From an optimization exercise on the open Yosys and OpenROAD flow, aimed at small area and a short achievable clock period; shortcuts taken in it are not production practice.
RTL that was checked went through simulation tests only; none was proved equivalent to the original.

// FIR_Top
module FIR_Top(input clk, input [7:0] Xin, H0, H1, H2, output reg [15:0] Yout);
Size in the first run: ~560 cells after synthesis, roughly 56 flip-flops, ~49 I/O pins.
clock: 9.5 ns
lec_check: 0
cap_margin: 20
core_margin: 2
core_utilization: 60
setup_slack_margin: 4.0
slew_margin: 20
synth_hierarchical: 1
synth_minimum_keep_size: 0
tns_end_percent: 0
run.sh (not shown) runs the stock make flow with config.mk's settings and CLKGATE_MAP_FILE= SYNTH_SCRIPT=/design/flow/synth_recipe.tcl, a recipe that flattens the netlist after the stock synthesis.
The starting point went through all stages and came out clean.
Edit:
Settings changed: CORE_UTILIZATION 60 to 40, SETUP_SLACK_MARGIN 4.0 to 5, TNS_END_PERCENT 0 to unset.
=> Utilization fell by 18 points. Cell area rose by roughly a tenth. Synthesized area is unchanged. Global-route usage fell by 7.8 points. Synthesized cell count is unchanged.
Edit:
Settings changed: SETUP_SLACK_MARGIN 5 to 3.5.
Outcome: Setup slack is worse by 0.11 ns; wire length is lower by 4.8%.
No run of this note included a check of the RTL's function; only the layout flow was run.

* * *

FIR_Top, a different RTL version from the one above (not shown whole).
For scale: about 49 I/O pins, roughly 0.0063 sq mm of cells after synthesis.
Settings: LEC_CHECK=0, CAP_MARGIN=20, CORE_MARGIN=2, CORE_UTILIZATION=60, SETUP_SLACK_MARGIN=4.2, SLEW_MARGIN=20, SYNTH_HIERARCHICAL=1, SYNTH_MINIMUM_KEEP_SIZE=0, TNS_END_PERCENT=0; clock period 9.5 ns.
standard.sh (not shown) runs the stock make flow with config.mk's settings and CLKGATE_MAP_FILE= SYNTH_SCRIPT=/design/flow/synth_recipe.tcl, a recipe that flattens the netlist after the stock synthesis.
==> flow/flow/run.sh <==
#!/bin/bash
# Own flow: the standard layout (standard.sh: unchanged synthesis and steps) with
#  - the port buffers that global placement inserts made as the smallest plain buffer
#    (repair upsizes them where timing needs it), and
#  - timing repair limited to resizing and pin swaps (no buffer insertion or cloning).
set -euo pipefail
export BUFFER_PORTS_ARGS="-buffer_cell sky130_fd_sc_hd__buf_1"
export SETUP_MOVE_SEQUENCE="unbuffer,sizeup,swap"
bash standard.sh > standard_make.log 2>&1
The starting point completed without violations.
Then changed:
==> flow/flow/run.sh (replaced) <==
#!/bin/bash
# Own flow: the standard layout (standard.sh, unchanged synthesis and steps),
# with the port buffers that global placement inserts made as the smallest
# plain buffer instead of the default; repair then upsizes them where timing needs it.
set -euo pipefail
export BUFFER_PORTS_ARGS="-buffer_cell sky130_fd_sc_hd__buf_1"
bash standard.sh > standard_make.log 2>&1
Design area climbs by about 0.4%. Clock skew is about the same.
Then changed:
- PLACE_DENSITY: not set -> 0.8
- SETUP_SLACK_MARGIN: 4.2 -> 4.35
What happened:
- synthesized cell count does not change
- via count came out higher by 1.6%
- final area is about the same
- synthesized area does not change
- setup slack improves by 0.061 ns
- routed wire length came out higher by about 4.4%
- global-route usage came out higher by 0.52 points
- maximum frequency came out higher by 1.2%
- clock-buffer cell count came out higher by 1
- core utilization stays flat

* * *

== v16 ==
Starting RTL as in the previous note.
Design FIR_Top, start of the top module:
module FIR_Top(input clk, input [7:0] Xin, H0, H1, H2, output reg [15:0] Yout);
clock: 9.5 ns
lec_check: 0
cap_margin: 20
core_margin: 2
core_utilization: 60
place_density: 0.7
setup_slack_margin: 4.2
slew_margin: 20
synth_hierarchical: 1
synth_minimum_keep_size: 0
tns_end_percent: 0
==> flow/flow/run.sh <==
#!/bin/bash
# Own flow: the standard layout (standard.sh, unchanged synthesis and steps),
# with the port buffers that global placement inserts made as the smallest
# plain buffer instead of the default; repair then upsizes them where timing needs it.
set -euo pipefail
export BUFFER_PORTS_ARGS="-buffer_cell sky130_fd_sc_hd__buf_1"
bash standard.sh > standard_make.log 2>&1
v16 | stages: all done | timing, DRC, antenna: all pass
### v16 -> v17
Settings: PLACE_DENSITY now 0.8, was 0.7.
Results
Diff v16..v17 | area used by multi-input combinational logic | negligible. Longest individual stage delay on the worst path in v17 is 20 ps above v16. When v17 is measured against v16, its number of clock buffers in the layout turns out 1 higher. v16 -> v17: count of placed standard cells in the final layout, fillers left out flat. Compared with v16, v17 shows a number of buffers other than clock buffers in the final layout that is 1.9% lower. Utilization across v16 and v17: no real change. From v16 to v17, count of cells along the worst register-to-register path did not move at all. For area overhead of the layout relative to synthesis, v16 and v17 come out practically identical.
Modified inputs, v44 compared to v17
Settings: PLACE_DENSITY: 0.8 -> 0.9.
Notes after the runs:
The run showing the smaller total wire length after detailed routing is v17.
Compared with v17, v44 degrades post-route cell area.
Sort v17 and v44 by final design utilization, descending, and v44 comes first.
NOTE: worst setup slack in v44 falls short of that of v17
Number of inserted filler cells in the final layout, v17 and v44: larger value in v17
What v33 does differently from v44 at the input level:
Settings: a change of PLACE_DENSITY from 0.9 to 0.8.
==> flow/flow/run.sh <==
#!/bin/bash
# Own flow: the standard layout (standard.sh: unchanged synthesis and steps) with
#  - the port buffers that global placement inserts made as the smallest plain buffer
#    (repair upsizes them where timing needs it), and
#  - timing repair limited to resizing and pin swaps (no buffer insertion or cloning).
set -euo pipefail
export BUFFER_PORTS_ARGS="-buffer_cell sky130_fd_sc_hd__buf_1"
export SETUP_MOVE_SEQUENCE="unbuffer,sizeup,swap"
bash standard.sh > standard_make.log 2>&1
Notes after the runs:
On final setup skew, v44 and v33 are neck and neck.
Going from v44 to v33, final worst setup slack grows by 5.2 ps.
When v33 is measured against v44, its total number of cells along the worst setup path turns out 1 higher.

* * *

== job 101 ==
FIR_Top, a different RTL version from the one above (not shown whole).
Size in the first run: about 48 flip-flops, roughly 49 I/O pins, roughly 6200 µm² of cells after synthesis.
clock: 9.5 ns
lec_check: 0
cap_margin: 20
core_margin: 2
core_utilization: 60
setup_slack_margin: 4.4
slew_margin: 20
synth_hierarchical: 1
synth_minimum_keep_size: 0
tns_end_percent: 0
==> flow/flow/run.sh <==
#!/bin/bash
# Own flow: the standard layout (standard.sh, unchanged synthesis and steps),
# with the port buffers that global placement inserts made as the smallest
# plain buffer instead of the default; repair then upsizes them where timing needs it.
set -euo pipefail
export BUFFER_PORTS_ARGS="-buffer_cell sky130_fd_sc_hd__buf_1"
bash standard.sh > standard_make.log 2>&1
Job 101 reached the final stage; the timing, design-rule and antenna checks on its layout passed.
diff inputs: job 101 => job 102
- SETUP_SLACK_MARGIN changed from 4.4 to 4.2
==> run summary <==
- All of job 101 and job 102 finish clean.
- Comparing worst path setup slack after routing for job 101 and job 102, the smaller number came from job 102.
- NOTE: number of cells upsized or downsized after cts in job 102 falls short of that of job 101
- Taking job 101 over job 102, the count of plain and timing-repair buffers in the layout ratio works out to 1.2.
- Compared to job 101, the routing of job 102 uses less wire.
- From job 101 to job 102 the numbers moved as follows: met2 track demand over resource went down by 2.6 points; final design instance area without fill went down by 6.9%; number of nets in the layout went down by 15.
No functional check of the RTL was part of any run of this note.

* * *

build 65:
FIR_Top, a different RTL version from the one above (not shown whole).
Size in the first run: about 710 cells after synthesis, ~48 flip-flops, roughly 49 I/O pins, ~6500 um2 of cells after synthesis.
clock: 9.5 ns
lec_check: 0
cap_margin: 20
core_margin: 2
core_utilization: 60
setup_slack_margin: 4.5
slew_margin: 20
synth_hierarchical: 1
synth_minimum_keep_size: 0
tns_end_percent: 0
Scripts as last shown in full above: flow/flow/run.sh
Changes in build 10 relative to build 65:
-- flow/config.mk --
<<< build 65, line 6
export NUM_CORES = 4
export LEC_CHECK = 0
export CAP_MARGIN = 20
export CORE_MARGIN = 2
export CORE_UTILIZATION = 60
export SETUP_SLACK_MARGIN = 4.5
export SLEW_MARGIN = 20
export SYNTH_HIERARCHICAL = 1
>>> build 10, line 6
export NUM_CORES = 4
export LEC_CHECK = 0
export ABC_CLOCK_PERIOD_IN_PS = 1500
export CAP_MARGIN = 20
export CORE_MARGIN = 2
export CORE_UTILIZATION = 60
export SETUP_SLACK_MARGIN = 4.2
export SLEW_MARGIN = 20
export SYNTH_HIERARCHICAL = 1
### Flow results
- Compared with build 65, build 10 shows a lower placed instance count.
- Sequential share of layout area: build 10 vs build 65 up 0.83 points
- Per the comparison of build 10 with build 65, global-route wire length before repair fell about 7%; sequential cell count about even.
Inputs modified between build 10 and build 70:
==> flow/run.sh (new file) <==
#!/bin/bash
# synth_recipe.tcl (not shown) runs the flow's synth.tcl, then flattens the netlist and writes it again
# the make line also repeats each setting of config.mk as NAME=value (left out here)
make -C /OpenROAD-flow-scripts/flow DESIGN_CONFIG=/design/flow/config.mk WORK_HOME=/design/flow/orfs CLKGATE_MAP_FILE= SYNTH_SCRIPT=/design/flow/synth_recipe.tcl finish
==> flow/config.mk <==
export PLATFORM = sky130hd
export DESIGN_NAME = FIR_Top
export DESIGN_NICKNAME = FIR_Top
export VERILOG_FILES = /design/flow/design.v
export SDC_FILE = /design/flow/constraint.sdc
export NUM_CORES = 4
export LEC_CHECK = 0
export CAP_MARGIN = 20
export CORE_MARGIN = 2
export CORE_UTILIZATION = 40
export SETUP_SLACK_MARGIN = 5
export SLEW_MARGIN = 20
export SYNTH_HIERARCHICAL = 1
export SYNTH_MINIMUM_KEEP_SIZE = 0
removed: flow/flow/run.sh
removed: flow/standard.sh
--- outcome ---
- Global-route wire length before repair (lower): build 10
- [compare] base=build 10 new=build 70: final weighted congestion in routability-driven placement rose 0.010, die area rose about 50%, worst path setup slack after routing went up 0.19 ns.
- Build 70 -> build 10: I/O pin count delta 0, exact match
### build 70 -> build 47
-- flow/config.mk --
<<< build 70, line 8
export CAP_MARGIN = 20
export CORE_MARGIN = 2
export CORE_UTILIZATION = 40
export SETUP_SLACK_MARGIN = 5
export SLEW_MARGIN = 20
export SYNTH_HIERARCHICAL = 1
export SYNTH_MINIMUM_KEEP_SIZE = 0
>>> build 47, line 8
export CAP_MARGIN = 20
export CORE_MARGIN = 2
export CORE_UTILIZATION = 60
export SETUP_SLACK_MARGIN = 4.2
export SLEW_MARGIN = 20
export SYNTH_HIERARCHICAL = 1
export SYNTH_MINIMUM_KEEP_SIZE = 0
export TNS_END_PERCENT = 0
## What came out
End of the critical path = Q2[10]: build 70; end of the critical path = Yout[14]: build 47. | clock skew | build 47 vs build 70 | 0.0036 ns lower |. Fraction of standard cell area in multi-input logic, build 70 and build 47: larger value in build 47. Build 47 has finished layout cell area below what build 70 had. Slack of the critical path in build 47 is 0.21 ns lower than in build 70. Number of tap cells inserted down 37% in build 47 wrt build 70. | smallest hold slack | lower: build 70 |. Build 47: wire length 17% below build 70.
What build 53 does differently from build 47 at the input level:
==> flow/flow/run.sh (new file) <==
#!/bin/bash
# Own flow: the standard layout (standard.sh, unchanged synthesis and steps),
# with the port buffers that global placement inserts made as the smallest
# plain buffer instead of the default; repair then upsizes them where timing needs it.
set -euo pipefail
export BUFFER_PORTS_ARGS="-buffer_cell sky130_fd_sc_hd__buf_1"
bash standard.sh > standard_make.log 2>&1
==> flow/standard.sh (new file) <==
#!/bin/bash
# synth_recipe.tcl (not shown) runs the flow's synth.tcl, then flattens the netlist and writes it again
# the make line also repeats each setting of config.mk as NAME=value (left out here)
make -C /OpenROAD-flow-scripts/flow DESIGN_CONFIG=/design/flow/config.mk WORK_HOME=/design/flow/orfs CLKGATE_MAP_FILE= SYNTH_SCRIPT=/design/flow/synth_recipe.tcl "${@:-finish}"
-- flow/config.mk --
<<< build 47, line 9
export CORE_MARGIN = 2
export CORE_UTILIZATION = 60
export SETUP_SLACK_MARGIN = 4.2
export SLEW_MARGIN = 20
export SYNTH_HIERARCHICAL = 1
>>> build 53, line 9
export CORE_MARGIN = 2
export CORE_UTILIZATION = 60
export SETUP_SLACK_MARGIN = 4.0
export SLEW_MARGIN = 20
export SYNTH_HIERARCHICAL = 1
removed: flow/run.sh
Notes after the runs:
- Wire length on met3 (build 53 / build 47): 0.817
- Any difference in final cell count between build 53 and build 47 is small enough to ignore.
- Diff build 47 -> build 53: sequential share of layout area rose by 0.78 points; post-layout net count held.
What build 48 does differently from build 53 at the input level:
-- flow/config.mk --
<<< build 53, line 8
export CAP_MARGIN = 20
export CORE_MARGIN = 2
export CORE_UTILIZATION = 60
export SETUP_SLACK_MARGIN = 4.0
export SLEW_MARGIN = 20
export SYNTH_HIERARCHICAL = 1
>>> build 48, line 8
export CAP_MARGIN = 20
export CORE_MARGIN = 2
export CORE_UTILIZATION = 75
export SETUP_SLACK_MARGIN = 4.2
export SLEW_MARGIN = 20
export SYNTH_HIERARCHICAL = 1
Notes after the runs:
From build 53 to build 48 the numbers moved as follows: horizontal die dimension shows a reduction of 10%, via count of the first global-routing pass shows an increase of 5.0%, wire length shows an increase of 6.8%.

* * *

== red ==
FIR_Top again, from the RTL that the note above started with.
clock: 9.5 ns
lec_check: 0
cap_margin: 20
core_margin: 2
core_utilization: 60
setup_slack_margin: 4.2
slew_margin: 20
synth_hierarchical: 1
synth_minimum_keep_size: 0
tns_end_percent: 0
==> flow/flow/run.sh <==
#!/bin/bash
# Own flow: the standard layout (standard.sh, unchanged synthesis and steps),
# with the port buffers that global placement inserts made as the smallest
# plain buffer instead of the default; repair then upsizes them where timing needs it.
set -euo pipefail
export BUFFER_PORTS_ARGS="-buffer_cell sky130_fd_sc_hd__buf_1"
bash standard.sh > standard_make.log 2>&1
Edits applied to the flow inputs when going from red to blue:
- a change of SETUP_SLACK_MARGIN from 4.2 to 3.8
### Flow results
- Measured against each other, blue and red differ in share of the cycle needed by the critical path after routing, the lower figure coming from red.
- [compare] base=red new=blue: share of final layout cell area taken by clock buffers and inverters ~0 delta, number of antenna cells inserted was more or less identical, largest net degree at the start of global routing has remained practically unchanged, met3 layer usage reported by global route up 0.18 points.
- Taking red as the reference, in blue multi-input combinational cell area went down, total met2 wirelength after detailed routing dropped 460 µm, fraction of final layout cells sized beyond drive strength 1 dropped 3.7 points.
- The final reports for blue and red show register-to-register slack lower in the former.
Here is what was changed in the inputs of green compared with blue.
- changing SETUP_SLACK_MARGIN from 3.8 to 5
- changing CORE_UTILIZATION from 60 to 40
==> flow/run.sh (new file) <==
#!/bin/bash
# synth_recipe.tcl (not shown) runs the flow's synth.tcl, then flattens the netlist and writes it again
# the make line also repeats each setting of config.mk as NAME=value (left out here)
make -C /OpenROAD-flow-scripts/flow DESIGN_CONFIG=/design/flow/config.mk WORK_HOME=/design/flow/orfs CLKGATE_MAP_FILE= SYNTH_SCRIPT=/design/flow/synth_recipe.tcl finish
removed: flow/flow/run.sh
removed: flow/standard.sh
==> comparison <==
blue -> green: count of input and output buffers flat
Changes observed in green relative to blue: final period demand of the worst path dropped 0.42 ns, critical path required time climbed 0.03 ns.
Relative to blue, the final cell area reported for green is higher.
Delta (green minus blue): overall routed net length rose by 2.0 mm; all-layer global routing usage fell by 7.3 points; detailed placement HPWL rose by 310 µm.
Input changes introduced in orange (baseline for comparison: green):
- swapping 40 for 60 in CORE_UTILIZATION
[summary]
Of green and orange, orange shows the lower final-layout worst hold slack, with green above it. orange vs. green: met3 routing resource usage after global routing went up 2.0 points; count of port buffers added during placement stayed essentially flat. Going from green to orange, clock latency reported for the late side of the worst-skew pair grows by 0.03 ns. From green to orange the numbers moved as follows: arrival time of data at the critical path endpoint went down 0.09 ns; estimated wirelength of the detail-placed design went down 3.5%. Average via count per standard cell, green and orange: smaller value in green. When the final numbers for green and orange were put side by side, the global-route usage turned out to be smaller in green. | clock slew at the register clock pins of the worst setup and hold paths | higher: orange |.
Here is what was changed in the inputs of purple compared with orange.
- SETUP_SLACK_MARGIN now 4.2, was 5
==> flow/flow/run.sh (new file) <==
#!/bin/bash
# Own flow: the standard layout (standard.sh: unchanged synthesis and steps) with
#  - the port buffers that global placement inserts made as the smallest plain buffer
#    (repair upsizes them where timing needs it), and
#  - ORFS's power-recovery pass after global routing (RECOVER_POWER), which downsizes
#    gates on paths that keep positive slack.
set -euo pipefail
export BUFFER_PORTS_ARGS="-buffer_cell sky130_fd_sc_hd__buf_1"
export RECOVER_POWER=100
bash standard.sh > standard_make.log 2>&1
==> flow/standard.sh (new file) <==
#!/bin/bash
# synth_recipe.tcl (not shown) runs the flow's synth.tcl, then flattens the netlist and writes it again
# the make line also repeats each setting of config.mk as NAME=value (left out here)
make -C /OpenROAD-flow-scripts/flow DESIGN_CONFIG=/design/flow/config.mk WORK_HOME=/design/flow/orfs CLKGATE_MAP_FILE= SYNTH_SCRIPT=/design/flow/synth_recipe.tcl "${@:-finish}"
removed: flow/run.sh
Diff orange..purple | die extent in x | unchanged. purple against orange: share of final layout cell area taken by clock buffers and inverters decreased 0.41 points, register-to-register slack decreased 0.10 ns. purple: half-perimeter wire length after placement higher than orange. Utilization orange -> purple: down. purple: largest stage delay on the critical path is 0.29 ns higher than what orange reported. Endpoint of the worst setup timing path = Q2[14]: orange; endpoint of the worst setup timing path = Q1[15]: purple. Delta (purple minus orange): worst hold slack roughly the same. Route | purple vs orange | wire shorter in purple. Summary — number of standard cells in the final layout excluding fillers, purple relative to orange: lower, by 24.

[port drivers added, routing unchanged]
No port has a modelled driver above. Below, the same layouts with a new extraction and two added sets of constraints. Step 1 assumes that a clkbuf_16 drives the clock port and a buf_2 every other input. Step 2 moves the port delays by t, midway between the first and last clock arrival at a register: inputs arrive t later, outputs are due t later. That takes back most of the time a late clock gives input paths. Three values: no drivers, after step 1, after step 2; two values: the first two.
| run | shift t [ns] | setup slack, ns | latest minus earliest clock arrival (ns) |
|---|---|---|---|
| the first run of note 1 | 0.359 | 3.683 / 3.694 / 3.334 | 0.009 / 0.009 |
| the second run of note 1 | 0.346 | 3.733 / 3.711 / 3.365 | 0.011 / 0.011 |
| the third run of note 1 | 0.351 | 3.626 / 3.640 / 3.289 | 0.010 / 0.010 |
| the first run of note 2 | 0.330 | 4.353 / 4.365 / 4.036 | 0.010 / 0.011 |
| the second run of note 2 | 0.330 | 4.352 / 4.356 / 4.026 | 0.011 / 0.010 |
| the third run of note 2 | 0.334 | 4.413 / 4.423 / 4.089 | 0.010 / 0.010 |
| v16 | 0.344 | 4.254 / 4.265 / 3.921 | 0.013 / 0.012 |
| v17 | 0.331 | 4.345 / 4.355 / 4.024 | 0.010 / 0.010 |
| v44 | 0.340 | 4.340 / 4.326 / 3.986 | 0.008 / 0.008 |
| v33 | 0.331 | 4.345 / 4.355 / 4.024 | 0.010 / 0.010 |
| job 101 | 0.343 | 4.448 / 4.423 / 4.080 | 0.004 / 0.004 |
| job 102 | 0.338 | 4.280 / 4.291 / 3.954 | 0.011 / 0.011 |
| build 65 | 0.348 | 4.457 / 4.461 / 4.113 | 0.012 / 0.012 |
| build 10 | 0.346 | 4.351 / 4.363 / 4.017 | 0.007 / 0.008 |
| build 70 | 0.327 | 4.544 / 4.492 / 4.165 | 0.010 / 0.010 |
| build 47 | 0.341 | 4.332 / 4.341 / 4.001 | 0.007 / 0.007 |
| build 53 | 0.349 | 4.192 / 4.201 / 3.852 | 0.009 / 0.010 |
| build 48 | 0.340 | 4.300 / 4.307 / 3.967 | 0.010 / 0.011 |
| red | 0.346 | 4.351 / 4.363 / 4.017 | 0.007 / 0.008 |
| blue | 0.348 | 4.107 / 4.120 / 3.772 | 0.008 / 0.008 |
| green | 0.330 | 4.530 / 4.465 / 4.135 | 0.006 / 0.006 |
| orange | 0.345 | 4.590 / 4.469 / 4.124 | 0.015 / 0.015 |
| purple | 0.350 | 3.524 / 3.530 / 3.180 | 0.010 / 0.010 |
After both steps setup and hold are still met in every run listed. The setup slack of orange, which loses most, moves by -0.121 ns with the drivers and by -0.466 ns with both steps.
